Context: an optimization exercise on an open-source flow, tuned for small area. The choices shown serve that exercise and are no tape-out recipe.
Only simulation tests tie the RTL to the original design; equivalence was not proved.
Power is estimated from default activity; no workload was simulated.

==> flow/design.v <==
`timescale 1ns / 1ps
module ram72bit(
    input clk,
    input we,               
    input [3:0] wa,         
    input [71:0] wd,        
    input [3:0] pa,         
    input adv,              
    output reg [71:0] w0,
    output reg [71:0] cur,
    output reg [71:0] nxt,
    output reg byp,         
    output reg pz,          
    output reg nsel         
    );
    reg [15*72-1:0] ring;    
    reg [3:0] q;
    reg pend;
    wire ins = pend && (q == wa);
    wire [71:0] x = ins ? wd : ring[71:0];
    wire stale = adv || nsel;
    always @ (posedge clk) begin
        ring <= {x, ring[15*72-1:72]};
        q <= (q == 4'd15) ? 4'd1 : q + 4'd1;
    end
    always @ (posedge clk) begin
        if (we && wa != 0) pend <= 1'b1;
        else if (ins)      pend <= 1'b0;
        if (we && wa == 0) w0 <= wd;
        if (q == pa) cur <= x;
        if (q == pa + 4'd1 && !stale) nxt <= x;
        nsel <= stale && q != pa && pa != 0;
        pz <= pa == 0;
        byp <= we || (pend && wa == pa);
    end
endmodule
`timescale 1ns / 1ps
module serial(
    input clk,
    input rst,
    input rx,                    
    output tx,
    output [3:0] wa,             
    output reg [71:0] d,         
    output reg we,               
    output reg [1:0] mode,       
    output reg [71:0] ind        
    );
    reg [2:0] tdiv7;
    always @ (posedge clk)
        if (rst)                tdiv7 <= 3'd7;
        else if (tdiv7 == 3'd6) tdiv7 <= 3'd0;
        else if (tdiv7 == 3'd7) tdiv7 <= 3'd1;
        else                    tdiv7 <= tdiv7 + 3'd1;
    wire tick = (tdiv7 == 3'd0);
    reg [2:0] rdiv;
    reg rrst;
    reg [3:0] rcnt;
    reg [7:0] rsh;               
    reg dr;                      
    wire rgo = !rrst && tick && rdiv == 3'd7;
    always @ (posedge clk) begin
        if (rst)       rdiv <= 3'd0;
        else if (rrst) rdiv <= 3'd4;
        else if (tick) rdiv <= rdiv + 3'd1;
    end
    always @ (posedge clk) begin
        dr <= 1'b0;
        rrst <= 1'b0;
        if (rst) begin
            rcnt <= 4'd0;
        end else if (rcnt == 4'd1) begin
            if (rx) rcnt <= 4'd0;
        end else if (rcnt != 4'd0) begin
            if (rgo) begin
                if (rcnt != 4'd2) rsh <= {rx, rsh[7:1]};
                else              dr <= 1'b1;
                rcnt <= rcnt - 4'd1;
            end
        end else if (!rx) begin
            rrst <= 1'b1;
            rcnt <= 4'd11;
        end
    end
    reg xmit;
    reg [2:0] tdiv;
    reg trst;
    reg [3:0] tcnt;
    reg [8:0] tsh;               
    wire [7:0] src;              
    assign tx = tsh[0];
    wire tgo = !trst && tick && tdiv == 3'd7;
    wire busy = xmit || tcnt != 4'd0;
    always @ (posedge clk) begin
        if (rst || trst) tdiv <= 3'd0;
        else if (tick)   tdiv <= tdiv + 3'd1;
    end
    always @ (posedge clk) begin
        trst <= 1'b0;
        if (rst) begin
            tcnt <= 4'd0;
            tsh <= 9'h1ff;
        end else if (xmit) begin
            trst <= 1'b1;
            tcnt <= 4'd10;
            tsh <= {src, 1'b0};
        end else if (tcnt != 4'd0 && tgo) begin
            tsh <= {1'b1, tsh[8:1]};
            tcnt <= tcnt - 4'd1;
        end
    end
    localparam [4:0] IDLE = 5'd0, IDLE_D = 5'd1, IDLE_M = 5'd2, IDLE_I = 5'd3,
                     RA = 5'd4, RD0 = 5'd5, RD8 = 5'd13,
                     RB0 = 5'd14, RB1 = 5'd15, RB2 = 5'd16, RB10 = 5'd24,
                     SM = 5'd25, IND = 5'd26, IND1 = 5'd27, IND2 = 5'd28;
    reg [4:0] s;
    reg [7:0] a;
    reg [4:0] led;
    reg [2:0] lb;
    assign wa = a[3:0];
    wire in_rd = s >= RD0 && s <= RD8;
    wire in_rbd = s >= RB2 && s <= RB10;
    wire idle = s <= IDLE_I;
    assign src = (s == RB0)    ? 8'h6f :
                 (s == RB1)    ? a :
                 in_rbd        ? d[71:64] :
                 (s == IDLE_D) ? 8'h64 :
                 (s == IDLE_M) ? rsh :
                 (s == IDLE_I) ? {5'd0, lb} :
                                 {3'd0, led};
    always @ (posedge clk)
        if ((dr && in_rd) || (xmit && in_rbd)) d <= {d[63:0], rsh};
    wire upd = s == IND2 && !busy;
    wire [2:0] lbr = lb & {3{~rst}};
    integer c;
    always @ (posedge clk)
        for (c = 0; c < 24; c = c + 1)
            if (rst || (upd && led == c)) ind[3*c +: 3] <= lbr;
    always @ (posedge clk) begin
        xmit <= 1'b0;
        we <= 1'b0;
        if (rst) begin
            mode <= 2'd0;
            s <= IDLE;
        end else if (idle) begin
            if (dr) begin
                if (rsh == "w")      s <= RA;
                else if (rsh == "m") s <= SM;
                else if (rsh == "i") s <= IND;
                else                 s <= IDLE;
            end
        end else if (s == RA) begin
            if (dr) begin a <= rsh; s <= RD0; end
        end else if (in_rd) begin
            if (dr) begin
                s <= s + 5'd1;
                if (s == RD8) begin xmit <= 1'b1; we <= 1'b1; end
            end
        end else if (s >= RB0 && s <= RB10) begin
            if (!busy) begin
                xmit <= 1'b1;
                s <= (s == RB10) ? IDLE_D : s + 5'd1;
            end
        end else if (s == SM) begin
            if (dr) begin mode <= rsh[1:0]; xmit <= 1'b1; s <= IDLE_M; end
        end else if (s == IND) begin
            if (dr) begin led <= rsh[4:0]; s <= IND1; end
        end else if (s == IND1) begin
            if (dr) begin lb <= rsh[2:0]; xmit <= 1'b1; s <= IND2; end
        end else if (s == IND2) begin
            if (!busy) begin
                xmit <= 1'b1;
                s <= IDLE_I;
            end
        end else begin
            s <= IDLE;
        end
    end
endmodule
`timescale 1ns / 1ps
module lights(
    input clk,
    input rst,
    input rx,
    output tx,
    output [2*12-1:0] leds
    );
    reg [4:0] rx_sync;
    always @ (posedge clk)
        if (rst) rx_sync <= 5'b11111;
        else     rx_sync <= {rx_sync[3:0], rx};
    reg [20:0] cd;
    always @ (posedge clk)
        if (rst) cd <= 21'h7fe;
        else     cd <= cd + 21'd1;
    wire step = &cd[11:0];
    wire adv  = ~|cd[11:0];                  
    wire [3:0] pa = cd[15:12];
    wire cd20 = cd[20] ^ (cd[19:0] < 20'h7fe);    
    wire [3:0] wa;
    wire [71:0] wd, leds_i, w0, cur, nxt;
    wire byp, pz, nsel;
    wire we;
    wire [1:0] mode;
    serial s(.clk(clk), .rst(rst), .rx(rx_sync[4]), .tx(tx),
             .wa(wa), .d(wd), .we(we), .mode(mode), .ind(leds_i));
    ram72bit p(.clk(clk), .we(we), .wa(wa), .wd(wd), .pa(pa), .adv(adv),
               .w0(w0), .cur(cur), .nxt(nxt), .byp(byp), .pz(pz), .nsel(nsel));
    reg [7:0] r;
    always @ (posedge clk)
        if (rst || step) r <= rst ? 8'd5 : {r[6:0], r[7] ^ r[5] ^ r[4] ^ r[3]};
    wire [23:0] go;
    assign go[0] = (r[3]) & (r[4]) & (r[5]) & (r[6]) & (r[7]);
    assign go[1] = (r[0] ^ r[1] ^ r[2] ^ r[4] ^ r[6] ^ r[7]) & (r[0] ^ r[1] ^ r[2] ^ r[3] ^ r[4] ^ r[6] ^ r[7]) & (r[0] ^ r[1] ^ r[2] ^ r[3] ^ r[6] ^ r[7]) & (r[0] ^ r[1] ^ r[2] ^ r[3] ^ r[5] ^ r[6] ^ r[7]) & (r[0] ^ r[1] ^ r[2] ^ r[3] ^ r[5] ^ r[7]);
    assign go[2] = (r[1] ^ r[4] ^ r[7]) & (r[0] ^ r[2] ^ r[4] ^ r[6]) & (r[1] ^ r[3] ^ r[5] ^ r[7]) & (r[0] ^ r[2] ^ r[5]) & (r[1] ^ r[3] ^ r[6]);
    assign go[3] = (r[1] ^ r[2] ^ r[3] ^ r[4] ^ r[7]) & (r[0] ^ r[2] ^ r[3] ^ r[6]) & (r[1] ^ r[3] ^ r[4] ^ r[7]) & (r[0] ^ r[2] ^ r[6]) & (r[1] ^ r[3] ^ r[7]);
    assign go[4] = (r[1] ^ r[2] ^ r[4] ^ r[7]) & (r[0] ^ r[2] ^ r[3] ^ r[4] ^ r[6]) & (r[1] ^ r[3] ^ r[4] ^ r[5] ^ r[7]) & (r[0] ^ r[2]) & (r[1] ^ r[3]);
    assign go[5] = (r[0] ^ r[3] ^ r[6]) & (r[1] ^ r[4] ^ r[7]) & (r[0] ^ r[2] ^ r[4] ^ r[6]) & (r[1] ^ r[3] ^ r[5] ^ r[7]) & (r[0] ^ r[2] ^ r[5]);
    assign go[6] = (r[2] ^ r[3]) & (r[3] ^ r[4]) & (r[4] ^ r[5]) & (r[5] ^ r[6]) & (r[6] ^ r[7]);
    assign go[7] = (r[1] ^ r[3]) & (r[2] ^ r[4]) & (r[3] ^ r[5]) & (r[4] ^ r[6]) & (r[5] ^ r[7]);
    assign go[8] = (r[1]) & (r[2]) & (r[3]) & (r[4]) & (r[5]);
    assign go[9] = (r[0] ^ r[2] ^ r[3] ^ r[4] ^ r[6] ^ r[7]) & (r[0] ^ r[1] ^ r[3] ^ r[6] ^ r[7]) & (r[0] ^ r[1] ^ r[2] ^ r[5] ^ r[6] ^ r[7]) & (r[0] ^ r[1] ^ r[2] ^ r[3] ^ r[4] ^ r[5] ^ r[7]) & (r[0] ^ r[1] ^ r[2] ^ r[3]);
    assign go[10] = (r[3] ^ r[4] ^ r[7]) & (r[0] ^ r[6]) & (r[1] ^ r[7]) & (r[0] ^ r[2] ^ r[4] ^ r[5] ^ r[6]) & (r[1] ^ r[3] ^ r[5] ^ r[6] ^ r[7]);
    assign go[11] = (r[2] ^ r[4] ^ r[7]) & (r[0] ^ r[3] ^ r[4] ^ r[6]) & (r[1] ^ r[4] ^ r[5] ^ r[7]) & (r[0] ^ r[2] ^ r[4]) & (r[1] ^ r[3] ^ r[5]);
    assign go[12] = (r[2] ^ r[3] ^ r[4] ^ r[7]) & (r[0] ^ r[3] ^ r[6]) & (r[1] ^ r[4] ^ r[7]) & (r[0] ^ r[2] ^ r[4] ^ r[6]) & (r[1] ^ r[3] ^ r[5] ^ r[7]);
    assign go[13] = (r[0] ^ r[1] ^ r[6]) & (r[1] ^ r[2] ^ r[7]) & (r[0] ^ r[2] ^ r[3] ^ r[4] ^ r[5] ^ r[6]) & (r[1] ^ r[3] ^ r[4] ^ r[5] ^ r[6] ^ r[7]) & (r[0] ^ r[2] ^ r[7]);
    assign go[14] = (r[1] ^ r[2]) & (r[2] ^ r[3]) & (r[3] ^ r[4]) & (r[4] ^ r[5]) & (r[5] ^ r[6]);
    assign go[15] = (r[6]) & (r[7]) & (r[0] ^ r[4] ^ r[5] ^ r[6]) & (r[1] ^ r[5] ^ r[6] ^ r[7]) & (r[0] ^ r[2] ^ r[4] ^ r[5] ^ r[7]);
    assign go[16] = (r[3] ^ r[6]) & (r[4] ^ r[7]) & (r[0] ^ r[4] ^ r[6]) & (r[1] ^ r[5] ^ r[7]) & (r[0] ^ r[2] ^ r[4] ^ r[5]);
    assign go[17] = (r[0] ^ r[1] ^ r[2] ^ r[4] ^ r[7]) & (r[0] ^ r[1] ^ r[2] ^ r[3] ^ r[4] ^ r[6]) & (r[1] ^ r[2] ^ r[3] ^ r[4] ^ r[5] ^ r[7]) & (r[0] ^ r[2] ^ r[3]) & (r[1] ^ r[3] ^ r[4]);
    assign go[18] = (r[1] ^ r[4] ^ r[6] ^ r[7]) & (r[0] ^ r[2] ^ r[4] ^ r[6] ^ r[7]) & (r[0] ^ r[1] ^ r[3] ^ r[4] ^ r[6] ^ r[7]) & (r[0] ^ r[1] ^ r[2] ^ r[6] ^ r[7]) & (r[0] ^ r[1] ^ r[2] ^ r[3] ^ r[4] ^ r[5] ^ r[6] ^ r[7]);
    assign go[19] = (r[1] ^ r[2] ^ r[3] ^ r[4] ^ r[6] ^ r[7]) & (r[0] ^ r[2] ^ r[3] ^ r[6] ^ r[7]) & (r[0] ^ r[1] ^ r[3] ^ r[5] ^ r[6] ^ r[7]) & (r[0] ^ r[1] ^ r[2] ^ r[5] ^ r[7]) & (r[0] ^ r[1] ^ r[2] ^ r[3] ^ r[4] ^ r[5]);
    assign go[20] = (r[1] ^ r[2] ^ r[4] ^ r[6] ^ r[7]) & (r[0] ^ r[2] ^ r[3] ^ r[4] ^ r[6] ^ r[7]) & (r[0] ^ r[1] ^ r[3] ^ r[6] ^ r[7]) & (r[0] ^ r[1] ^ r[2] ^ r[5] ^ r[6] ^ r[7]) & (r[0] ^ r[1] ^ r[2] ^ r[3] ^ r[4] ^ r[5] ^ r[7]);
    assign go[21] = (r[0] ^ r[3]) & (r[1] ^ r[4]) & (r[2] ^ r[5]) & (r[3] ^ r[6]) & (r[4] ^ r[7]);
    assign go[22] = (r[2] ^ r[3] ^ r[6]) & (r[3] ^ r[4] ^ r[7]) & (r[0] ^ r[6]) & (r[1] ^ r[7]) & (r[0] ^ r[2] ^ r[4] ^ r[5] ^ r[6]);
    assign go[23] = (r[1] ^ r[3] ^ r[6]) & (r[2] ^ r[4] ^ r[7]) & (r[0] ^ r[3] ^ r[4] ^ r[6]) & (r[1] ^ r[4] ^ r[5] ^ r[7]) & (r[0] ^ r[2] ^ r[4]);
    wire [71:0] leds_r;
    genvar k;
    generate
        for (k = 0; k < 24; k = k + 1) begin : tw
            reg [3:0] st;
            reg f;
            reg [2:0] o;
            always @ (*)
                case (st)
                    4'b0000: begin f = go[k]; o = 3'd0; end
                    4'b0001: begin f = 1'b0;  o = 3'd1; end
                    4'b0010: begin f = 1'b0;  o = 3'd2; end
                    4'b0100: begin f = 1'b1;  o = 3'd3; end
                    4'b1001: begin f = 1'b1;  o = 3'd4; end
                    4'b0011: begin f = 1'b1;  o = 3'd5; end
                    4'b0111: begin f = 1'b1;  o = 3'd6; end
                    4'b1111: begin f = 1'b0;  o = 3'd7; end
                    4'b1110: begin f = 1'b1;  o = 3'd6; end
                    4'b1101: begin f = 1'b1;  o = 3'd5; end
                    4'b1011: begin f = 1'b0;  o = 3'd4; end
                    4'b0110: begin f = 1'b0;  o = 3'd3; end
                    4'b1100: begin f = 1'b0;  o = 3'd2; end
                    4'b1000: begin f = 1'b0;  o = 3'd1; end
                    default: begin f = 1'b0;  o = 3'd0; end
                endcase
            always @ (posedge clk)
                if (rst || step) st <= {st[2:0], f} & {4{~rst}};
            assign leds_r[3*k +: 3] = o;
        end
    endgenerate
    wire [7:0] pc = cd[7:0];
    wire [2:0] lvl = (pc >= 8'd254) ? 3'd0 :
                     (pc < 8'd13)   ? 3'd0 :
                     (pc < 8'd33)   ? 3'd1 :
                     (pc < 8'd61)   ? 3'd2 :
                     (pc < 8'd97)   ? 3'd3 :
                     (pc < 8'd141)  ? 3'd4 :
                     (pc < 8'd193)  ? 3'd5 :
                     (pc < 8'd253)  ? 3'd6 : 3'd7;
    function gt3(input [2:0] a, input [2:0] b);
        gt3 = (a[2] & ~b[2]) |
              (~(a[2] ^ b[2]) & ((a[1] & ~b[1]) | (~(a[1] ^ b[1]) & a[0] & ~b[0])));
    endfunction
    wire sel_r = mode == 2'd2 || (mode == 2'd0 && cd20);
    wire sel_i = mode == 2'd3;
    wire sel_p = !sel_r && !sel_i;
    wire e_wd = sel_p && byp;
    wire e_w0 = sel_p && !byp && pz;
    wire e_n  = sel_p && !byp && !pz && nsel;
    wire e_c  = sel_p && !byp && !pz && !nsel;
    wire [71:0] v = ({72{e_wd}} & wd) | ({72{e_w0}} & w0) | ({72{e_n}} & nxt) |
                    ({72{e_c}} & cur) | ({72{sel_r}} & leds_r) | ({72{sel_i}} & leds_i);
    generate
        for (k = 0; k < 24; k = k + 1) begin : pwm
            assign leds[k] = gt3(v[3*k +: 3], lvl);
        end
    endgenerate
endmodule
==> flow/flow/run.sh <==
#!/bin/bash
# The standard layout (standard.sh) with two changes:
#  - synthesis maps the logic with an area-oriented ABC script (flow/area.abc)
#    in place of ORFS's speed script; the standard flow's synthesis script is otherwise
#    used as is (same flip-flop mapping and register names);
#  - ports are buffered with buf_1 (BUFFER_PORTS_ARGS);
#  - clock tree synthesis uses clkbuf_8 leaf clusters of at most 18 sinks and
#    no dummy loads.
# The make output goes to flow.log; ORFS keeps each step's log in orfs/logs.
set -euo pipefail
here=$(pwd)
cat > "$here/area_synth.tcl" <<TCL
proc abc {args} {
    set i [lsearch -exact \$args -script]
    if {\$i >= 0} { lset args [expr {\$i + 1}] $here/flow/area.abc }
    yosys abc {*}\$args
}
source $here/synth_recipe.tcl
TCL
sed "s#SYNTH_SCRIPT=[^ ]*#SYNTH_SCRIPT=$here/area_synth.tcl#" standard.sh > area_standard.sh
export CTS_ARGS="-sink_clustering_enable -repair_clock_nets -dont_use_dummy_load -buf_list sky130_fd_sc_hd__clkbuf_8 -sink_clustering_size 16 -sink_clustering_max_diameter 65"
export BUFFER_PORTS_ARGS="-buffer_cell sky130_fd_sc_hd__buf_1"
bash area_standard.sh > flow.log 2>&1
==> flow/flow/area.abc <==
strash
&get -n
&deepsyn -T 60
&put
dc2
strash
dch -f
map -a
mfs2
strash
dc2
strash
dch -f
map -a
mfs2
strash
dc2
dch -f
map -a
topo
==> flow/standard.sh <==
#!/bin/bash
# synth_recipe.tcl (not shown) runs the flow's synth.tcl, then flattens the netlist and writes it again
# the make line also repeats each setting of config.mk as NAME=value (left out here)
make -C /OpenROAD-flow-scripts/flow DESIGN_CONFIG=/design/flow/config.mk WORK_HOME=/design/flow/orfs CLKGATE_MAP_FILE= SYNTH_SCRIPT=/design/flow/synth_recipe.tcl "${@:-finish}"
==> flow/config.mk <==
export PLATFORM = sky130hd
export DESIGN_NAME = lights
export DESIGN_NICKNAME = lights
export VERILOG_FILES = /design/flow/design.v
export SDC_FILE = /design/flow/constraint.sdc
export NUM_CORES = 4
export LEC_CHECK = 0
export CAP_MARGIN = 20
export CORE_MARGIN = 2
export CORE_UTILIZATION = 70
export SLEW_MARGIN = 20
==> flow/constraint.sdc <==
create_clock -name core_clock -period 10.0 [get_ports {clk}]
set_input_delay 2.0000 -clock core_clock [delete_from_list [all_inputs] [get_ports {clk}]]
set_output_delay 2.0000 -clock core_clock [all_outputs]
set_load 0.01 [all_outputs]
==> reports/metrics.cfg, run 1 <==
[outcome]
run_status=timing/DRC/antenna clean

[drt]
viasPerCell=5.98
routed_wl_mm=99.2
wire_length_per_cell_after_detailed_routing_um=22.6
dr.first_iter.drc_count=3057
detail_route.drc_violations=0
num_vias=26291
firstDrtPassIters=6
postRouteAntennaNets=0

[placement]
dpl-instance-area_mm2=0.0488
io_buffer_count=27
dp_hpwl_mm=63.6
place.gp.congestion=0.898

[power]
power_leakage_nw=18.8
ir_drop_mv=0.202
power-per-cell-area_mw_per_mm2=218

[worst_hold_path]
hold_path_class=flip-flop to flip-flop
whs_endpoint=p.ring[2]
startpoint_of_the_lowest_slack_hold_path=p.ring[74]
min_delay_path_depth=0

[clock_tree]
cts_num_sinks=1640
cts_repair_resize_count=0
postCtsHoldBufs=0
cts_buffer_depth=3
post_cts_buffers=0
worst_setup_hold_path_clk_slew_ps=90
cts_root_buf=sky130_fd_sc_hd__clkbuf_8
worstSkewPairLatency_ps=790
cts_max_level=3
cts_made_buffers=113
tritoncts=built

[timing]
worst-slew-pin-transition_ps=1120
fmax_mhz=125
period_share_pct=79.7
max_slew_violation_total_from_the_final_report=0
setup_violations=0
final.setup.tns_ps=0
relSlewSlack_pct=24.8
timing.final.hold_violations=0
worst_hold_slack_ps=269
rsz0062_at_grt=no
worst_clock_skew_ps=114
min_period_ps=7970

[grt]
grt_pass1_wl_mm=151
globalRoute.totalOverflow=0
grt_pass1_vias=26125
largest_net_degree_at_the_start_of_global_routing=84
antenna_found_initial=3
combined_global_route_utilization_of_all_metal_layers_pct=28.6

[final_layout]
post_route_cells_drive_above_1_share_pct=6.75
num-nets-final=3603
final_design_area_no_fill_mm2=0.0504
areaGrowthSynthToFinish_pct=6.20
fillCellCount=3866

[synth]
syn-cell-area_mm2=0.0474
yosys_warnings=3
syn_nets=3457
synth-edff-count=488
netlist-cell-type-count=43
postSynth.asyncResetShare_pct=0
ys_seq_area_share_pct=79.5
synth_cells=3380
syn_avg_cell_area_um2=14.0
dominantRegCellSynth=sky130_fd_sc_hd__dfxtp_1
synth-seq-cells=1640

[floorplanning]
dieArea_mm2=0.0698
coreArea_mm2=0.0672
die_width_um=264
count_of_pins_on_the_block_boundary=28
initial_utilization_pct=70.6
die_h_um=264
core.rowCount=95

[flow_run]
cap_viol_max_count=0

[setup_path]
worst-setup-path-type=flip-flop to output pin
cp-start-kind=flip-flop
critical_path.reg2reg.endpoint=s.d[35]
setup.reg_to_reg.worst_slack_ps=6160
worst-endpoint-required_ps=8000
crit_arrival_ps=5970
critical_path.reg2reg.startpoint=s.s[2]
cp_max_fo=42
worst-r2r-cell-count=10
cp-end-kind=output pin

## placed cells by master (no fill, tap or decap), types with 26 or more instances in the layout
cell type	count
sky130_fd_sc_hd__dfxtp_1	1149
sky130_fd_sc_hd__edfxtp_1	488
sky130_fd_sc_hd__nor2_1	293
sky130_fd_sc_hd__clkinv_1	267
sky130_fd_sc_hd__nand2_1	223
sky130_fd_sc_hd__a21oi_1	148
sky130_fd_sc_hd__o21ai_0	122
sky130_fd_sc_hd__clkbuf_8	113
sky130_fd_sc_hd__a22oi_1	98
sky130_fd_sc_hd__nand3_1	89
sky130_fd_sc_hd__ha_1	74
sky130_fd_sc_hd__mux2_2	60
sky130_fd_sc_hd__a221oi_1	48
sky130_fd_sc_hd__a31oi_1	38
sky130_fd_sc_hd__nor3_1	38
sky130_fd_sc_hd__xor2_1	31
sky130_fd_sc_hd__buf_4	27
sky130_fd_sc_hd__buf_1	26
## metal layers
metal / GRT usage (%) / part of all wire, % / vias to the layer above
li1: - / - / 11983
met1: 38.8 / 40 / 12605
met2: 46.6 / 47 / 1414
met3: 4.86 / 8.4 / 289
met4: 11.2 / 3.9 / 0
met5: 0 / 0 / -
## registers in the layout, summed over array words and instances, names as in the netlist, 4 cells and up
name and count:
p.ring 1080, tw.st 96, p.cur 72, p.nxt 72, p.w0 72, s.d 72
s.ind 72, cd 21, s.tsh 9, r 8, s.a 8, s.rsh 8
rx_sync 5, s.led 5, s.s 5, p.q 4, s.rcnt 4, s.tcnt 4
## worst max-delay path, cell delays in order, from the launching register on
cell                       delay, ps
sky130_fd_sc_hd__dfxtp_2         400
sky130_fd_sc_hd__clkinv_2        120
sky130_fd_sc_hd__nor3_2          220
sky130_fd_sc_hd__clkinv_1        130
sky130_fd_sc_hd__a21oi_2         180
sky130_fd_sc_hd__nand2_1         140
sky130_fd_sc_hd__nor2_1          190
sky130_fd_sc_hd__nor4_1           80
sky130_fd_sc_hd__xor2_1          200
sky130_fd_sc_hd__nand2_2         120
sky130_fd_sc_hd__nand2_8         320
sky130_fd_sc_hd__clkinv_8        270
sky130_fd_sc_hd__nor4_2          630
sky130_fd_sc_hd__buf_4           560
sky130_fd_sc_hd__buf_4           510
sky130_fd_sc_hd__a221oi_1        220
sky130_fd_sc_hd__nand3_1         150
sky130_fd_sc_hd__ha_1            240
sky130_fd_sc_hd__a31oi_1         210
sky130_fd_sc_hd__o21bai_1         90
sky130_fd_sc_hd__buf_1           130
## metrics by stage
stage / instances / setup slack [ps] / total power, W / util, %
5_1_grt: 4400 / 1630 / 0.0113 / 75.0
6_report: 4400 / 2030 / 0.0110 / 75.0
3_3_place_gp: 4284 / 3170 / 0.00815 / 72.6
4_1_cts: 4397 / 2070 / 0.0110 / 75.0
2_1_floorplan: 3380 / -185 / 0.00790 / -
3_5_place_dp: 4284 / 2940 / 0.00822 / 72.6
## worst max path at each step
stage / start / to / slack [ps] / cells after the start
after floorplan: cd[6] / leds[12] / -190 / 18
after global placement: cd[7] / leds[19] / 3170 / 20
after detailed placement: cd[7] / leds[17] / 2940 / 20
after CTS: cd[7] / leds[17] / 2070 / 20
after global routing: cd[7] / leds[10] / 1630 / 20
final: cd[7] / leds[17] / 2030 / 20
## report_power, final
group / internal [W] / switching [W]
Sequential: 0.00691 / 0.0000693
Clock: 0.00101 / 0.00185
Combinational: 0.000357 / 0.000762
## final cells by class
cell class                      count  area (µm²)  share of cell area (%)
Sequential cell                  1640       37700                    74.9
Multi-Input combinational cell   1444        8620                    17.1
Clock buffer                      113        1560                    3.09
Tap cell                          873        1090                    2.17
Inverter                          272        1040                    2.06
Timing Repair Buffer               55         319                   0.634
Antenna cell                        3        7.51                  0.0149
## synth_stat cells (8+ instances only)
cell type                  count  share of area [%]
sky130_fd_sc_hd__mux2_2       60                1.4
sky130_fd_sc_hd__nand4_1      25               0.33
sky130_fd_sc_hd__xor2_1       31               0.57
sky130_fd_sc_hd__nand2_1     226                1.8
sky130_fd_sc_hd__a221oi_1     48               0.89
sky130_fd_sc_hd__o22ai_1      15               0.20
sky130_fd_sc_hd__a21oi_1     149                1.6
sky130_fd_sc_hd__nor4_1       19               0.25
sky130_fd_sc_hd__or2_2         8               0.11
sky130_fd_sc_hd__nor2_1      297                2.4
sky130_fd_sc_hd__clkinv_1    272                2.2
sky130_fd_sc_hd__o21ai_0     124                1.3
sky130_fd_sc_hd__edfxtp_1    488                 31
sky130_fd_sc_hd__a31oi_1      38               0.50
sky130_fd_sc_hd__ha_1         74                2.0
sky130_fd_sc_hd__nand3_1      89               0.94
sky130_fd_sc_hd__nor3_1       39               0.41
sky130_fd_sc_hd__dfxtp_1    1152                 49
sky130_fd_sc_hd__a22oi_1      98                1.6
sky130_fd_sc_hd__buf_4        24               0.38
sky130_fd_sc_hd__o21bai_1     25               0.40
sky130_fd_sc_hd__a211oi_1     18               0.28
sky130_fd_sc_hd__o211ai_1     12               0.19
## kinds of logic (layout without fill, tap and decap cells)
kind of cell	count (synthesis)	count (layout)	synth area share, %
AND/OR/NAND/NOR	706	706	6.23
other	0	3	0
adder cells (fa/ha/maj)	74	74	1.95
XOR/XNOR	37	37	0.683
flip-flops	1640	1640	79.5
buffers and inverters	296	440	2.53
multiplexers	60	60	1.42
AO/OA/AOI/OAI	567	567	7.63
==> inputs of run 2 (changes only) <==
--- a/flow/flow/run.sh
+++ b/flow/flow/run.sh
@@ -18,6 +18,6 @@
 source $here/synth_recipe.tcl
 TCL
 sed "s#SYNTH_SCRIPT=[^ ]*#SYNTH_SCRIPT=$here/area_synth.tcl#" standard.sh > area_standard.sh
-export CTS_ARGS="-sink_clustering_enable -repair_clock_nets -dont_use_dummy_load -buf_list sky130_fd_sc_hd__clkbuf_8 -sink_clustering_size 16 -sink_clustering_max_diameter 65"
+export CTS_ARGS="-sink_clustering_enable -repair_clock_nets -dont_use_dummy_load -buf_list sky130_fd_sc_hd__clkbuf_8 -sink_clustering_size 18 -sink_clustering_max_diameter 60"
 export BUFFER_PORTS_ARGS="-buffer_cell sky130_fd_sc_hd__buf_1"
 bash area_standard.sh > flow.log 2>&1
==> reports/metrics.cfg, run 2 <==
[outcome]
run_status=timing/DRC/antenna clean

[power]
clock_power_share_pct=25.2  ; -0.9 points
p_sw_w=0.00263  ; -1.9%
power_report.internal_total_w=0.00819  ; -1.0%
power_leakage_nw=18.7  ; -0.38%
power-per-cell-area_mw_per_mm2=215  ; -0.95%
combPwrFrac_pct=10.3  ; about the same
ir_drop_mv=0.233  ; +16%
sequentialPowerShare_pct=64.5  ; +0.8 points
switching_share_pct=24.3  ; -0.17 points

[synth]
netlist-cell-type-count=43  ; unchanged
synth-seq-cells=1640  ; unchanged
synth_top_cell_by_area=sky130_fd_sc_hd__dfxtp_1
ys_seq_area_share_pct=79.5  ; unchanged
synth_cells=3380  ; unchanged
syn_avg_cell_area_um2=14.0  ; unchanged
synth.top_cells.by_count=sky130_fd_sc_hd__dfxtp_1, sky130_fd_sc_hd__edfxtp_1, sky130_fd_sc_hd__nor2_1
netlist_top_cells_area=sky130_fd_sc_hd__dfxtp_1, sky130_fd_sc_hd__edfxtp_1, sky130_fd_sc_hd__nor2_1
netlist.area_leader.share_pct=48.6  ; unchanged
syn-cell-area_mm2=0.0474  ; unchanged
synth-edff-count=488  ; unchanged
synthMostInstantiatedCell=sky130_fd_sc_hd__dfxtp_1
dominantRegCellSynth=sky130_fd_sc_hd__dfxtp_1
syn_nets=3457  ; unchanged
postSynth.asyncResetShare_pct=0  ; unchanged
yosys_warnings=3  ; unchanged

[final_layout]
reg.largest.list=p.ring x1080, tw.st x96
final_design_area_no_fill_mm2=0.0502  ; -0.28%
fillCellCount=3874  ; +0.21%
largest_register_ffs=1080  ; unchanged
post_route_cells_drive_above_1_share_pct=6.49  ; -0.27 points
areaGrowthSynthToFinish_pct=5.90
largest_register=p.ring
num-nets-final=3593  ; -0.28%
layout.cells.most_common_list=sky130_fd_sc_hd__dfxtp_1, sky130_fd_sc_hd__edfxtp_1, sky130_fd_sc_hd__nor2_1
finalNonFillerCells=4389  ; -0.25%
layout.cells.most_common=sky130_fd_sc_hd__dfxtp_1

[floorplanning]
initial_utilization_pct=70.6  ; unchanged
coreArea_mm2=0.0672  ; unchanged
die_h_um=264  ; unchanged
count_of_pins_on_the_block_boundary=28  ; unchanged
die_width_um=264  ; unchanged
dieArea_mm2=0.0698  ; unchanged
core.rowCount=95  ; unchanged

[setup_path]
worst-setup-path-type=flip-flop to output pin
cp-start-kind=flip-flop
worst-endpoint-required_ps=8000  ; about the same
crit_arrival_ps=5940  ; -30 ps
cp-end-kind=output pin
cp_max_fo=42  ; unchanged

[drt]
num_vias=26183  ; -0.41%
wire_length_per_cell_after_detailed_routing_um=22.3  ; -1.0%
viasPerCell=5.97  ; -0.16%
firstDrtPassIters=8  ; +2
dr.first_iter.drc_count=2627  ; -14%
detail_route.drc_violations=0  ; unchanged
routed_wl_mm=98.0  ; -1.3%
postRouteAntennaNets=0  ; unchanged

[grt]
antenna_found_initial=3  ; unchanged
globalRoute.totalOverflow=0  ; unchanged
grt_pass1_wl_mm=150  ; -0.80%
grt_pass1_vias=26069  ; -0.21%
largest_net_degree_at_the_start_of_global_routing=84  ; unchanged
combined_global_route_utilization_of_all_metal_layers_pct=28.2  ; -0.35 points

[placement]
place.gp.congestion=0.898  ; unchanged
dpl-instance-area_mm2=0.0488  ; unchanged
io_buffer_count=27  ; unchanged
dp_hpwl_mm=63.6  ; unchanged
dpl.cell_count=4284  ; unchanged

[clock_tree]
post_cts_buffers=0  ; unchanged
tritoncts=built
postCtsHoldBufs=0  ; unchanged
worst_setup_hold_path_clk_slew_ps=100  ; about the same
cts_repair_resize_count=0  ; unchanged
cts_max_level=3  ; unchanged
cts_made_buffers=103  ; -8.8%
cts_buffer_depth=3  ; unchanged
cts_root_buf=sky130_fd_sc_hd__clkbuf_8
cts_num_sinks=1640  ; unchanged
worstSkewPairLatency_ps=760  ; -30 ps

[timing]
worst_hold_slack_ps=290  ; +21.2 ps
relSlewSlack_pct=24.3  ; -0.44 points
min_period_ps=7940  ; -32.4 ps
worst-slew-pin-transition_ps=1120  ; +6.53 ps
setup_violations=0  ; unchanged
max_slew_violation_total_from_the_final_report=0  ; unchanged
period_share_pct=79.4  ; -0.32 points
worst_clock_skew_ps=77.1  ; -37.0 ps
rsz0062_at_grt=no
final.setup.tns_ps=0  ; unchanged
fmax_mhz=126  ; +0.41%
timing.final.hold_violations=0  ; unchanged

[worst_hold_path]
hold_path_class=flip-flop to flip-flop

[flow_run]
cap_viol_max_count=0  ; unchanged

[run 2: cell counts after synthesis]
Identical to the previous run, type by type.
[run 2: worst paths after layout]
kind / startpoint / slack (ps) / cells past startpoint / end
worst max-delay path: cd[7] / 2060 / 20 / leds[17]
worst min-delay path: p.ring[993] / 290 / 0 / p.ring[921]
worst max register to register: s.s[2] / 6120 / 10 / s.d[48]
worst min register to register: p.ring[993] / 290 / 0 / p.ring[921]
[run 2: cells by family (layout without fill, tap and decap cells)]
logic type / count (synthesis) / in the layout / synth area share, %
flops: 1640 / 1640 / 79.5
simple gates: 706 / 706 / 6.23
compound gates: 567 / 567 / 7.63
buf+inv: 296 / 430 / 2.53
fa+ha+maj: 74 / 74 / 1.95
mux: 60 / 60 / 1.42
xor+xnor: 37 / 37 / 0.683
other cells: 0 / 2 / 0
[run 2: power groups by stage]
stage          clock network [W]  registers (W)  logic [W]
6_report                 0.00273        0.00698    0.00111
5_1_grt                  0.00300        0.00699    0.00122
4_1_cts                  0.00279        0.00697    0.00110
3_5_place_dp                   0        0.00713    0.00109
3_3_place_gp                   0        0.00712    0.00103
2_1_floorplan                  0        0.00711   0.000790
[run 2: area by class of cell]
type                       instances  area, µm²  share of cell area [%]
antenna                            2       5.00                 0.00997
clock buffer                     103       1420                    2.82
inverter                         272       1040                    2.07
multi-input combinational       1444       8620                    17.2
sequential                      1640      37700                    75.1
tap                              873       1090                    2.18
timing repair buffer              55        319                   0.635
[run 2: layer usage]
layer	part of all wire, %	wire, µm	global-route usage [%]	vias up
met2	47	45600	45.5	1400
met3	8.7	8500	4.79	285
met1	40	39600	38.6	12526
li1	-	-	-	11970
met5	0.037	36	0	-
met4	4.3	4220	11.5	2
[run 2: stage by stage]
stage	setup slack [ps]	power (W)	utilization (%)
2_1_floorplan	-185	0.00790	-
3_3_place_gp	3170	0.00815	72.6
3_5_place_dp	2940	0.00822	72.6
4_1_cts	2120	0.0109	74.8
5_1_grt	1660	0.0112	74.8
6_report	2060	0.0108	74.8
[run 2: worst max-delay path, cell delays in order (launching register included)]
cell,delay [ps]
sky130_fd_sc_hd__dfxtp_2,400
sky130_fd_sc_hd__clkinv_2,120
sky130_fd_sc_hd__nor3_2,220
sky130_fd_sc_hd__clkinv_1,130
sky130_fd_sc_hd__a21oi_2,180
sky130_fd_sc_hd__nand2_1,140
sky130_fd_sc_hd__nor2_1,190
sky130_fd_sc_hd__nor4_1,80
sky130_fd_sc_hd__xor2_1,200
sky130_fd_sc_hd__nand2_2,120
sky130_fd_sc_hd__nand2_8,310
sky130_fd_sc_hd__clkinv_8,270
sky130_fd_sc_hd__nor4_2,640
sky130_fd_sc_hd__buf_4,560
sky130_fd_sc_hd__buf_4,500
sky130_fd_sc_hd__a221oi_1,230
sky130_fd_sc_hd__nand3_1,150
sky130_fd_sc_hd__ha_1,240
sky130_fd_sc_hd__a31oi_1,210
sky130_fd_sc_hd__o21bai_1,90
sky130_fd_sc_hd__buf_1,130
==> inputs of run 3 (changes only) <==
--- a/flow/flow/run.sh
+++ b/flow/flow/run.sh
@@ -1,11 +1,11 @@
 #!/bin/bash
-# The standard layout (standard.sh) with two changes:
+# The standard layout (standard.sh) with three changes:
 #  - synthesis maps the logic with an area-oriented ABC script (flow/area.abc)
 #    in place of ORFS's speed script; the standard flow's synthesis script is otherwise
 #    used as is (same flip-flop mapping and register names);
 #  - ports are buffered with buf_1 (BUFFER_PORTS_ARGS);
-#  - clock tree synthesis uses clkbuf_8 leaf clusters of at most 18 sinks and
-#    no dummy loads.
+#  - clock tree synthesis uses clkbuf_8 leaf clusters of at most 18 sinks
+#    within 60 um and no dummy loads.
 # The make output goes to flow.log; ORFS keeps each step's log in orfs/logs.
 set -euo pipefail
 here=$(pwd)
==> reports/metrics.cfg, run 3 <==
[final_layout]
reg.largest.list=p.ring x1080, tw.st x96
areaGrowthSynthToFinish_pct=5.90  ; unchanged
layout.cells.most_common_list=sky130_fd_sc_hd__dfxtp_1, sky130_fd_sc_hd__edfxtp_1, sky130_fd_sc_hd__nor2_1
layout.cells.most_common=sky130_fd_sc_hd__dfxtp_1
fillCellCount=3874  ; unchanged
num-nets-final=3593  ; unchanged
sequential_cell_area_mm2=0.0377  ; unchanged
post_route_cells_drive_above_1_share_pct=6.49  ; unchanged
largest_register_ffs=1080  ; unchanged
multi_input_comb_area_mm2=0.00862  ; unchanged
finalNonFillerCells=4389  ; unchanged
largest_register=p.ring

[timing]
timing.final.hold_violations=0  ; unchanged
fmax_mhz=126  ; unchanged
rsz0062_at_grt=no
worst-slew-pin-transition_ps=1120  ; unchanged
final.setup.worst_slack_ps=2060  ; unchanged
period_share_pct=79.4  ; unchanged
relSlewSlack_pct=24.3  ; unchanged
setup_violations=0  ; unchanged
worst_clock_skew_ps=77.1  ; unchanged
min_period_ps=7940  ; unchanged
max_slew_violation_total_from_the_final_report=0  ; unchanged

[setup_path]
cp-end-kind=output pin
crit_arrival_ps=5940  ; about the same
critical_path.cell_chain=clkinv_2, nor3_2, clkinv_1, a21oi_2, nand2_1, nor2_1, nor4_1, xor2_1, nand2_2, nand2_8, clkinv_8, nor4_2, buf_4, buf_4, a221oi_1, nand3_1, ha_1, a31oi_1, o21bai_1, buf_1
crit_family=simple AND/OR/NAND/NOR gates
worst_path_max_delay_cell=sky130_fd_sc_hd__nor4_2
cp_max_fo=42  ; unchanged
worst-endpoint-required_ps=8000  ; about the same
delay_of_the_slowest_cell_on_the_worst_path_ps=640  ; about the same
cp-start-kind=flip-flop
critical_path.most_common_cell=sky130_fd_sc_hd__buf_4
cp_num_buf_inv=6  ; unchanged
worst-setup-path-type=flip-flop to output pin

[floorplanning]
dieArea_mm2=0.0698  ; unchanged
die_h_um=264  ; unchanged
count_of_pins_on_the_block_boundary=28  ; unchanged
initial_utilization_pct=70.6  ; unchanged
core.rowCount=95  ; unchanged
die_width_um=264  ; unchanged
coreArea_mm2=0.0672  ; unchanged

[clock_tree]
post_cts_buffers=0  ; unchanged
cts_root_buf=sky130_fd_sc_hd__clkbuf_8
tritoncts=built
cts_max_level=3  ; unchanged
cts_repair_resize_count=0  ; unchanged
cts_made_buffers=103  ; unchanged
worstSkewPairLatency_ps=760  ; about the same
cts_buffer_depth=3  ; unchanged
cts_num_sinks=1640  ; unchanged
postCtsHoldBufs=0  ; unchanged
worst_setup_hold_path_clk_slew_ps=100  ; about the same

[grt]
globalRoute.totalOverflow=0  ; unchanged
grt_pass1_wl_mm=150  ; unchanged
antenna_found_initial=3  ; unchanged
grt_pass1_vias=26069  ; unchanged
combined_global_route_utilization_of_all_metal_layers_pct=28.2  ; unchanged
largest_net_degree_at_the_start_of_global_routing=84  ; unchanged

[outcome]
run_status=timing/DRC/antenna clean

[synth]
postSynth.asyncResetShare_pct=0  ; unchanged
netlist.area_leader.share_pct=48.6  ; unchanged
syn_avg_cell_area_um2=14.0  ; unchanged
dominantRegCellSynth=sky130_fd_sc_hd__dfxtp_1
netlist_top_cells_area=sky130_fd_sc_hd__dfxtp_1, sky130_fd_sc_hd__edfxtp_1, sky130_fd_sc_hd__nor2_1
syn-cell-area_mm2=0.0474  ; unchanged
synth-seq-cells=1640  ; unchanged
synth.top_cells.by_count=sky130_fd_sc_hd__dfxtp_1, sky130_fd_sc_hd__edfxtp_1, sky130_fd_sc_hd__nor2_1
synth-edff-count=488  ; unchanged
netlist-cell-type-count=43  ; unchanged
ys_seq_area_share_pct=79.5  ; unchanged
syn_nets=3457  ; unchanged
synth_top_cell_by_area=sky130_fd_sc_hd__dfxtp_1
yosys_warnings=3  ; unchanged
synth_cells=3380  ; unchanged
synthMostInstantiatedCell=sky130_fd_sc_hd__dfxtp_1

[power]
power-per-cell-area_mw_per_mm2=215  ; unchanged
power_leakage_nw=18.7  ; unchanged
ir_drop_mv=0.233  ; unchanged

[drt]
dr.first_iter.drc_count=2627  ; unchanged
viasPerCell=5.97  ; unchanged
detail_route.drc_violations=0  ; unchanged
firstDrtPassIters=8  ; unchanged
routed_wl_mm=98.0  ; unchanged
num_vias=26183  ; unchanged
wire_length_per_cell_after_detailed_routing_um=22.3  ; unchanged
postRouteAntennaNets=0  ; unchanged

[placement]
place.gp.congestion=0.898  ; unchanged
dp_hpwl_mm=63.6  ; unchanged
io_buffer_count=27  ; unchanged
dpl.cell_count=4284  ; unchanged
dpl_worst_slack_ps=2940  ; unchanged

[worst_hold_path]
hold_path_class=flip-flop to flip-flop

[flow_run]
cap_viol_max_count=0  ; unchanged

run 3: cell counts after synthesis:
Identical to the previous run, type by type.
run 3: stage by stage:
step           cell area, µm²  util, %  setup TNS, ps  hold WS, ps  power, W
6_report                50200     74.8              0          290    0.0108
5_1_grt                 50200     74.8              0          293    0.0112
4_1_cts                 50200     74.8              0          289    0.0109
3_5_place_dp            48800     72.6              0          312   0.00822
3_3_place_gp            48800     72.6              0          310   0.00815
2_1_floorplan           47500        -          -2880          310   0.00790
run 3: cells by family after synthesis:
logic type | share of synthesized area, %
mux | 1.42
compound gates | 7.63
flops | 79.5
simple gates | 6.23
buf+inv | 2.53
fa+ha+maj | 1.95
xor+xnor | 0.683
run 3: power by group:
part           total, W  switching [W]  internal (W)
Clock           0.00273        0.00181      0.000926
Combinational   0.00111       0.000757      0.000356
Sequential      0.00698      0.0000693       0.00691
Total            0.0108        0.00263       0.00819
run 3: cell type report:
class	instances	share of cell area, %
diodes	2	0.00997
clock buffers	103	2.82
inverters	272	2.07
multi-input cells	1444	17.2
flip-flops and latches	1640	75.1
well taps	873	2.18
repair buffers	55	0.635
run 3: path summary, 6_finish.rpt:
check,slack [ps],depth (start not counted),endpoint,start
setup / recovery,2060,20,leds[17],cd[7]
hold / removal,290,0,p.ring[921],p.ring[993]
setup reg to reg,6120,10,s.d[48],s.s[2]
hold reg to reg,290,0,p.ring[921],p.ring[993]
run 3: per-layer routing:
layer  global-route usage [%]  vias to the layer above  routed length [µm]
li1                         -                    11970                   -
met1                     38.6                    12526               39600
met2                     45.5                     1400               45600
met3                     4.79                      285                8500
met4                     11.5                        2                4220
met5                        0                        -                  36
==> inputs of run 4 (changes only) <==
==> flow/flow/area.abc (replaced) <==
strash
&get -n
&deepsyn -T 150
&put
dc2
strash
dch -f
map -a
mfs2
strash
dc2
strash
dch -f
map -a
mfs2
strash
dc2
dch -f
map -a
topo
==> reports/metrics.cfg, run 4 <==
[final_layout]
largest_register=p.ring
num-nets-final=3592  ; -0.028%
layout.cells.most_common=sky130_fd_sc_hd__dfxtp_1
final_design_area_no_fill_mm2=0.0502  ; about the same
reg.largest.list=p.ring x1080, tw.st x96
fin_util_pct=74.9  ; +0.090 points
post_route_cells_drive_above_1_share_pct=6.43  ; -0.055 points
fillCellCount=3968  ; +2.4%
finalNonFillerCells=4389  ; unchanged
largest_register_ffs=1080  ; unchanged
layout.cells.most_common_list=sky130_fd_sc_hd__dfxtp_1, sky130_fd_sc_hd__edfxtp_1, sky130_fd_sc_hd__nor2_1
areaGrowthSynthToFinish_pct=5.95  ; about the same

[timing]
worst_hold_slack_ps=280  ; -9.91 ps
worst-slew-pin-transition_ps=1100  ; -28.2 ps
rsz0062_at_grt=no
worst_clock_skew_ps=125  ; +48.2 ps
period_share_pct=82.6  ; +3.2 points
max_slew_violation_total_from_the_final_report=0  ; unchanged
setup_violations=0  ; unchanged
min_period_ps=8260  ; +321 ps
fmax_mhz=121  ; -3.9%
timing.final.hold_violations=0  ; unchanged
relSlewSlack_pct=25.0  ; +0.68 points

[clock_tree]
tritoncts=built
cts_num_sinks=1640  ; unchanged
postCtsHoldBufs=0  ; unchanged
post_cts_buffers=0  ; unchanged
cts_made_buffers=104  ; +0.97%
cts_buffer_depth=3  ; unchanged
cts_root_buf=sky130_fd_sc_hd__clkbuf_8
cts_max_level=3  ; unchanged
cts_repair_resize_count=0  ; unchanged
worstSkewPairLatency_ps=780  ; +20 ps
worst_setup_hold_path_clk_slew_ps=100  ; about the same

[setup_path]
critical_path.reg2reg.endpoint=r[0]
setup.reg_to_reg.worst_slack_ps=6650  ; +530 ps
crit_arrival_ps=6260  ; +320 ps
delay_of_the_slowest_cell_on_the_worst_path_ps=660  ; +20 ps
cp-start-kind=flip-flop
cp_max_fo=53  ; +26%
setup.worst_path.start=cd[12]
worst-endpoint-required_ps=8000  ; about the same
worst_path_max_delay_cell=sky130_fd_sc_hd__nand2_1
cp-end-kind=output pin
worst-setup-path-type=flip-flop to output pin
worst-r2r-cell-count=9  ; -1
critical_path.cell_chain=clkinv_1, ha_1, nand2_1, nor2_1, nand3_1, a2111oi_2, a21oi_1, o21ai_1, nand2_4, clkinv_8, nor2_1, nand2_1, inv_2, buf_4, a221oi_1, nand3_1, ha_1, clkinv_1, o21bai_1, buf_1
timing.critical_path.to=leds[8]
critical_path.reg2reg.startpoint=cd[2]

[synth]
postSynth.asyncResetShare_pct=0  ; unchanged
dominantRegCellSynth=sky130_fd_sc_hd__dfxtp_1
ys_seq_area_share_pct=79.6  ; +0.080 points
synth-edff-count=488  ; unchanged
synth.top_cells.by_count=sky130_fd_sc_hd__dfxtp_1, sky130_fd_sc_hd__edfxtp_1, sky130_fd_sc_hd__nor2_1
syn_nets=3458  ; +0.029%
synth_top_cell_by_area=sky130_fd_sc_hd__dfxtp_1
syn-cell-area_mm2=0.0474  ; -0.10%
netlist.area_leader.share_pct=48.7  ; +0.049 points
synth_cells=3381  ; +0.030%
synthMostInstantiatedCell=sky130_fd_sc_hd__dfxtp_1
netlist_top_cells_area=sky130_fd_sc_hd__dfxtp_1, sky130_fd_sc_hd__edfxtp_1, sky130_fd_sc_hd__nor2_1
syn_avg_cell_area_um2=14.0  ; -0.13%
synth-seq-cells=1640  ; unchanged
yosys_warnings=3  ; unchanged
netlist-cell-type-count=39  ; -9.3%

[flow_run]
cap_viol_max_count=0  ; unchanged

[floorplanning]
dieArea_mm2=0.0698  ; about the same
die_h_um=264  ; about the same
coreArea_mm2=0.0670  ; -0.18%
initial_utilization_pct=70.7  ; about the same
count_of_pins_on_the_block_boundary=28  ; unchanged
core.rowCount=95  ; unchanged
die_width_um=264  ; about the same

[grt]
largest_net_degree_at_the_start_of_global_routing=75  ; -11%
grt_pass1_wl_mm=150  ; +0.25%
combined_global_route_utilization_of_all_metal_layers_pct=28.3  ; +0.042 points
antenna_found_initial=1  ; -2
grt_pass1_vias=26264  ; +0.75%
globalRoute.totalOverflow=0  ; unchanged

[drt]
num_vias=26165  ; -0.069%
routed_wl_mm=97.6  ; -0.34%
viasPerCell=5.96  ; about the same
wire_length_per_cell_after_detailed_routing_um=22.2  ; -0.34%
postRouteAntennaNets=0  ; unchanged
dr.first_iter.drc_count=2692  ; +2.5%
firstDrtPassIters=5  ; -3
detail_route.drc_violations=0  ; unchanged

[placement]
dpl.cell_count=4282  ; -0.047%
place.gp.congestion=0.891  ; -0.70%
dpl-instance-area_mm2=0.0487  ; about the same
dp_hpwl_mm=62.1  ; -2.4%
io_buffer_count=27  ; unchanged

[outcome]
run_status=timing/DRC/antenna clean

[power]
power-per-cell-area_mw_per_mm2=214  ; -0.72%
ir_drop_mv=0.217  ; -6.8%
power_leakage_nw=18.6  ; -0.43%

[worst_hold_path]
hold_path_class=flip-flop to flip-flop

## run 4: cell count changes after synthesis, sizes merged, moves of 6 or more
cell     delta
nor2       +14
a21oi      -12
a22oi      -12
xor2       -12
a2111oi    +10
a31oi       -6
nor3        +6
## run 4: cell type report
| class | count | area [µm²] | area share (%) |
|---|---|---|---|
| sequential | 1640 | 37700 | 75.2 |
| multi-input combinational | 1443 | 8580 | 17.1 |
| timing repair buffer | 52 | 309 | 0.616 |
| inverter | 274 | 1050 | 2.09 |
| clock buffer | 104 | 1430 | 2.85 |
| tap | 873 | 1090 | 2.18 |
| antenna | 3 | 7.51 | 0.0150 |
## run 4: cell families (layout without fill, tap and decap cells)
family	after synthesis	in the layout	share of synthesized area (%)
xor+xnor	28	28	0.518
fa+ha+maj	74	74	1.95
flops	1640	1640	79.6
simple gates	726	726	6.41
other cells	0	3	0
mux	61	61	1.45
buf+inv	298	430	2.55
compound gates	554	554	7.50
## run 4: report_power, final
| part | internal, W | switching [W] | leakage [nW] | total, W |
|---|---|---|---|---|
| clock network | 0.000934 | 0.00181 | 0.748 | 0.00274 |
| registers | 0.00691 | 0.0000646 | 14.2 | 0.00698 |
| logic | 0.000318 | 0.000697 | 3.65 | 0.00102 |
| total | 0.00816 | 0.00257 | 18.6 | 0.0107 |
## run 4: per-stage QoR
stage / setup WS (ps) / setup TNS (ps) / total power (W)
after global routing: 1460 / 0 / 0.0111
after detailed placement: 2660 / 0 / 0.00812
after CTS: 1790 / 0 / 0.0108
after global placement: 2930 / 0 / 0.00804
after floorplan: -206 / -2790 / 0.00782
final: 1740 / 0 / 0.0107
## run 4: how the worst min path moves through the flow
stage / startpoint / to / slack [ps] / depth (start not counted)
final: p.ring[977] / p.ring[905] / 280 / 0
after global routing: p.ring[98] / p.ring[26] / 260 / 0
after CTS: p.ring[98] / p.ring[26] / 260 / 0
after detailed placement: p.ring[121] / p.ring[49] / 310 / 0
after global placement: p.ring[628] / p.ring[556] / 310 / 0
after floorplan: p.ring[72] / p.ring[0] / 310 / 0
## run 4: layer usage
metal	GRT usage (%)	vias to the layer above	wire length [µm]
li1	-	11977	-
met1	39.1	12682	40900
met2	46.0	1254	46000
met3	4.07	252	7280
met4	10.6	0	3510
met5	0	-	0
## run 4: critical path, delay by kind of cell (launching register included)
| kind | cells | cell delay [ps] |
|---|---|---|
| flops | 1 | 370 |
| compound gates | 5 | 1360 |
| buf+inv | 6 | 1530 |
| simple gates | 7 | 1700 |
| fa+ha+maj | 2 | 490 |
==> inputs of run 5 (changes only) <==
==> flow/flow/run.sh (replaced) <==
#!/bin/bash
# The standard layout (standard.sh) with two changes:
#  - synthesis maps the logic with an area-oriented ABC script (flow/area.abc)
#    in place of ORFS's speed script; the standard flow's synthesis script is otherwise
#    used as is (same flip-flop mapping and register names);
#  - clock tree synthesis uses clkbuf_8 leaf clusters of at most 18 sinks and
#    no dummy loads.
# The make output goes to flow.log; ORFS keeps each step's log in orfs/logs.
set -euo pipefail
here=$(pwd)
cat > "$here/area_synth.tcl" <<TCL
proc abc {args} {
    set i [lsearch -exact \$args -script]
    if {\$i >= 0} { lset args [expr {\$i + 1}] $here/flow/area.abc }
    yosys abc {*}\$args
}
source $here/synth_recipe.tcl
TCL
sed "s#SYNTH_SCRIPT=[^ ]*#SYNTH_SCRIPT=$here/area_synth.tcl#" standard.sh > area_standard.sh
export CTS_ARGS="-sink_clustering_enable -repair_clock_nets -dont_use_dummy_load -buf_list sky130_fd_sc_hd__clkbuf_8 -sink_clustering_size 20 -sink_clustering_max_diameter 45"
bash area_standard.sh > flow.log 2>&1
==> flow/flow/area.abc (replaced) <==
strash
dch -f
map -a
mfs2
strash
dch -f
map -a
mfs2
strash
dch -f
map -a
topo
==> reports/metrics.cfg, run 5 <==
[outcome]
run_status=timing/DRC/antenna clean

[synth]
dominantRegCellSynth=sky130_fd_sc_hd__dfxtp_1
netlist.area_leader.share_pct=48.2  ; -0.52 points
synth.top_cells.by_count=sky130_fd_sc_hd__dfxtp_1, sky130_fd_sc_hd__edfxtp_1, sky130_fd_sc_hd__clkinv_1, sky130_fd_sc_hd__nor2_1, sky130_fd_sc_hd__nand2_1
synthMostInstantiatedCell=sky130_fd_sc_hd__dfxtp_1
ys_seq_area_share_pct=78.8  ; -0.86 points
syn_avg_cell_area_um2=13.8  ; -1.6%
synth_simple_gate_area_share_pct=5.91  ; -0.49 points
postSynth.asyncResetShare_pct=0  ; unchanged
synth_compound_area_share_pct=8.70  ; +1.2 points
syn_nets=3549  ; +2.6%
synth_cells=3472  ; +2.7%
syn-cell-area_mm2=0.0479  ; +1.1%
yosys_warnings=3  ; unchanged
netlist-cell-type-count=38  ; -2.6%
synth-edff-count=488  ; unchanged
synth-adder-area-share_pct=1.93  ; -0.021 points
synth_top_family_by_area=compound AO/OA/AOI/OAI gates
synth-seq-cells=1640  ; unchanged
share_of_the_synthesized_netlist_area_taken_by_xor_and_xnor_gates_pct=0.878  ; +0.36 points
synth_top_cell_by_area=sky130_fd_sc_hd__dfxtp_1
netlist_top_cells_area=sky130_fd_sc_hd__dfxtp_1, sky130_fd_sc_hd__edfxtp_1, sky130_fd_sc_hd__a22oi_1
synthMuxAreaShare_pct=1.06  ; -0.39 points

[grt]
grt_pass1_vias=27133  ; +3.3%
antenna_found_initial=3  ; +2
largest_net_degree_at_the_start_of_global_routing=74  ; -1.3%
combined_global_route_utilization_of_all_metal_layers_pct=29.2  ; +0.94 points
globalRoute.totalOverflow=0  ; unchanged
grt_pass1_wl_mm=157  ; +4.2%

[final_layout]
post_route_cells_drive_above_1_share_pct=6.10  ; -0.33 points
layout.cells.most_common=sky130_fd_sc_hd__dfxtp_1
largest_register=p.ring
final_design_area_no_fill_mm2=0.0511  ; +1.7%
largest_register_ffs=1080  ; unchanged
layout.cells.most_common_list=sky130_fd_sc_hd__dfxtp_1, sky130_fd_sc_hd__edfxtp_1, sky130_fd_sc_hd__nor2_1
finalNonFillerCells=4499  ; +2.5%
areaGrowthSynthToFinish_pct=6.63
num-nets-final=3702  ; +3.1%
reg.largest.list=p.ring x1080, tw.st x96

[floorplanning]
core.rowCount=95  ; unchanged
count_of_pins_on_the_block_boundary=28  ; unchanged
coreArea_mm2=0.0674  ; +0.53%
dieArea_mm2=0.0705  ; +1.1%
initial_utilization_pct=71.0  ; +0.39 points
die_width_um=266  ; +0.53%
die_h_um=266  ; +0.53%

[drt]
viasPerCell=6.06  ; +1.7%
firstDrtPassIters=6  ; +1
postRouteAntennaNets=0  ; unchanged
dr.first_iter.drc_count=3107  ; +15%
detail_route.drc_violations=0  ; unchanged
routed_wl_mm=102  ; +4.9%
num_vias=27269  ; +4.2%
wire_length_per_cell_after_detailed_routing_um=22.8  ; +2.4%

[clock_tree]
post_cts_buffers=0  ; unchanged
cts_max_level=3  ; unchanged
worst_setup_hold_path_clk_slew_ps=110  ; about the same
cts_made_buffers=121  ; +16%
worstSkewPairLatency_ps=790  ; about the same
postCtsHoldBufs=0  ; unchanged
tritoncts=built
cts_root_buf=sky130_fd_sc_hd__clkbuf_8
cts_repair_resize_count=0  ; unchanged
cts_buffer_depth=3  ; unchanged
cts_num_sinks=1640  ; unchanged

[timing]
final.setup.tns_ps=0  ; unchanged
setup_violations=0  ; unchanged
fmax_mhz=126  ; +4.4%
worst_clock_skew_ps=116  ; -9.35 ps
worst-slew-pin-transition_ps=1040  ; -53.6 ps
max_slew_violation_total_from_the_final_report=0  ; unchanged
period_share_pct=79.1  ; -3.5 points
min_period_ps=7910  ; -351 ps
timing.final.hold_violations=0  ; unchanged
rsz0062_at_grt=no
relSlewSlack_pct=29.7  ; +4.7 points

[setup_path]
worst-setup-path-type=flip-flop to output pin
cp_max_fo=38  ; -28%
cp-start-kind=flip-flop
worst-endpoint-required_ps=8000  ; about the same
crit_arrival_ps=5910  ; -350 ps
cp-end-kind=output pin

[placement]
dpl-instance-area_mm2=0.0494  ; +1.3%
place.gp.congestion=0.897  ; +0.64%
dp_hpwl_mm=66.0  ; +6.4%
dpl.cell_count=4375  ; +2.2%
io_buffer_count=27  ; unchanged

[power]
power-per-cell-area_mw_per_mm2=222  ; +3.5%
switching_share_pct=25.1  ; +1.1 points
power_leakage_nw=18.9  ; +1.7%
power_report.internal_total_w=0.00847  ; +3.7%
ir_drop_mv=0.178  ; -18%
clock_power_share_pct=26.1  ; +0.5 points
combPwrFrac_pct=11.6  ; +2.1 points
p_sw_w=0.00284  ; +10%
sequentialPowerShare_pct=62.3  ; -2.7 points

[flow_run]
cap_viol_max_count=0  ; unchanged

[worst_hold_path]
hold_path_class=flip-flop to flip-flop

run 5: cell types whose count changed in the layout (fill, tap and decap cells not counted), sizes merged, moves of 14 or more:
cell / before / now
clkbuf: 105 / 121
o2111ai: 8 / 25
clkinv: 273 / 298
a211oi: 22 / 8
o21ai: 128 / 161
a31oi: 32 / 52
a221oi: 53 / 26
mux2: 61 / 45
buf: 51 / 28
nand2: 227 / 208
a21oi: 137 / 152
a22oi: 86 / 156
clkdlybuf4s50: 0 / 26
run 5: cell families (layout without fill, tap and decap cells):
group	Yosys count	in the layout
flops	1640	1640
buf+inv	326	477
fa+ha+maj	74	74
compound gates	659	659
mux	45	45
simple gates	680	680
other cells	0	3
xor+xnor	48	48
run 5: layout make-up:
type / count / area [µm²]
Fill cell: 3751 / 16300
Multi-Input combinational cell: 1506 / 8940
Timing Repair Buffer: 54 / 499
Inverter: 302 / 1130
Sequential cell: 1640 / 37700
Antenna cell: 3 / 7.51
Clock buffer: 121 / 1670
Tap cell: 873 / 1090
run 5: power by group through the flow:
stage | clock network (W) | logic [W] | registers, W
2_1_floorplan | 0 | 0.000848 | 0.00716
3_3_place_gp | 0 | 0.00119 | 0.00718
3_5_place_dp | 0 | 0.00128 | 0.00719
4_1_cts | 0.00300 | 0.00130 | 0.00704
5_1_grt | 0.00320 | 0.00143 | 0.00705
6_report | 0.00295 | 0.00132 | 0.00704
run 5: metal layers:
metal  part of all wire (%)  up-vias  track usage (%)
li1                       -    12351                -
met1                     41    13095             39.9
met2                     47     1502             47.5
met3                    8.0      321             3.93
met4                    4.4        0             12.6
met5                      0        -                0
run 5: path summary, 6_finish.rpt:
path	startpoint	to	slack [ps]	depth (start not counted)
max	cd[6]	leds[5]	2090	20
min	p.ring[486]	p.ring[414]	280	0
max reg2reg	s.s[3]	s.d[60]	6000	12
min reg2reg	p.ring[486]	p.ring[414]	280	0
run 5: critical path: stages, from the launching register on:
cell,delay [ps]
sky130_fd_sc_hd__dfxtp_1,420
sky130_fd_sc_hd__clkinv_1,150
sky130_fd_sc_hd__nor2_1,170
sky130_fd_sc_hd__clkinv_1,100
sky130_fd_sc_hd__nor2_1,140
sky130_fd_sc_hd__clkinv_1,120
sky130_fd_sc_hd__nor2_1,200
sky130_fd_sc_hd__clkinv_1,120
sky130_fd_sc_hd__o2111ai_1,300
sky130_fd_sc_hd__or2_2,190
sky130_fd_sc_hd__a31oi_4,80
sky130_fd_sc_hd__buf_4,320
sky130_fd_sc_hd__inv_2,510
sky130_fd_sc_hd__buf_4,420
sky130_fd_sc_hd__a21oi_1,100
sky130_fd_sc_hd__a221oi_1,350
sky130_fd_sc_hd__nand3_1,140
sky130_fd_sc_hd__ha_1,340
sky130_fd_sc_hd__clkinv_1,90
sky130_fd_sc_hd__o21bai_1,250
sky130_fd_sc_hd__clkdlybuf4s50_1,600
run 5: per-stage QoR:
step / worst slack [ps] / utilization [%] / hold slack [ps] / total power (W)
3_5_place_dp: 3070 / 73.3 / 312 / 0.00847
2_1_floorplan: 1800 / - / 310 / 0.00800
6_report: 2090 / 75.8 / 277 / 0.0113
3_3_place_gp: 3230 / 73.3 / 310 / 0.00837
4_1_cts: 2160 / 75.7 / 272 / 0.0113
5_1_grt: 1830 / 75.8 / 273 / 0.0117

-- port drivers added, routing unchanged --
The flow's constraints put no driver on any port. The routed layouts listed below were extracted and timed again, unchanged, in two steps. Step 1 sets driving cells, clkbuf_16 on the clock port and buf_2 on the other inputs (assumed; they add their load-dependent delay and slew). Step 2 moves the port delays by t, midway between the first and last clock arrival at a register: inputs arrive t later, outputs are due t later. That takes back most of the time a late clock gives input paths. Three values: ideal, step 1, step 2; two values: the first two.
run	t (ns)	setup slack, ns	hold WS [ns]	cell pins on the clock port's net
run 1	0.808	2.028 / 1.961 / 2.769	0.269 / 0.269 / 0.269	1
run 2	0.780	2.060 / 2.003 / 2.783	0.290 / 0.290 / 0.290	1
run 3	0.780	2.060 / 2.003 / 2.783	0.290 / 0.290 / 0.290	1
run 4	0.774	1.740 / 1.680 / 2.455	0.280 / 0.280 / 0.280	1
run 5	0.790	2.091 / 2.032 / 2.822	0.277 / 0.277 / 0.277	1
After both steps setup and hold are still met in every run listed.
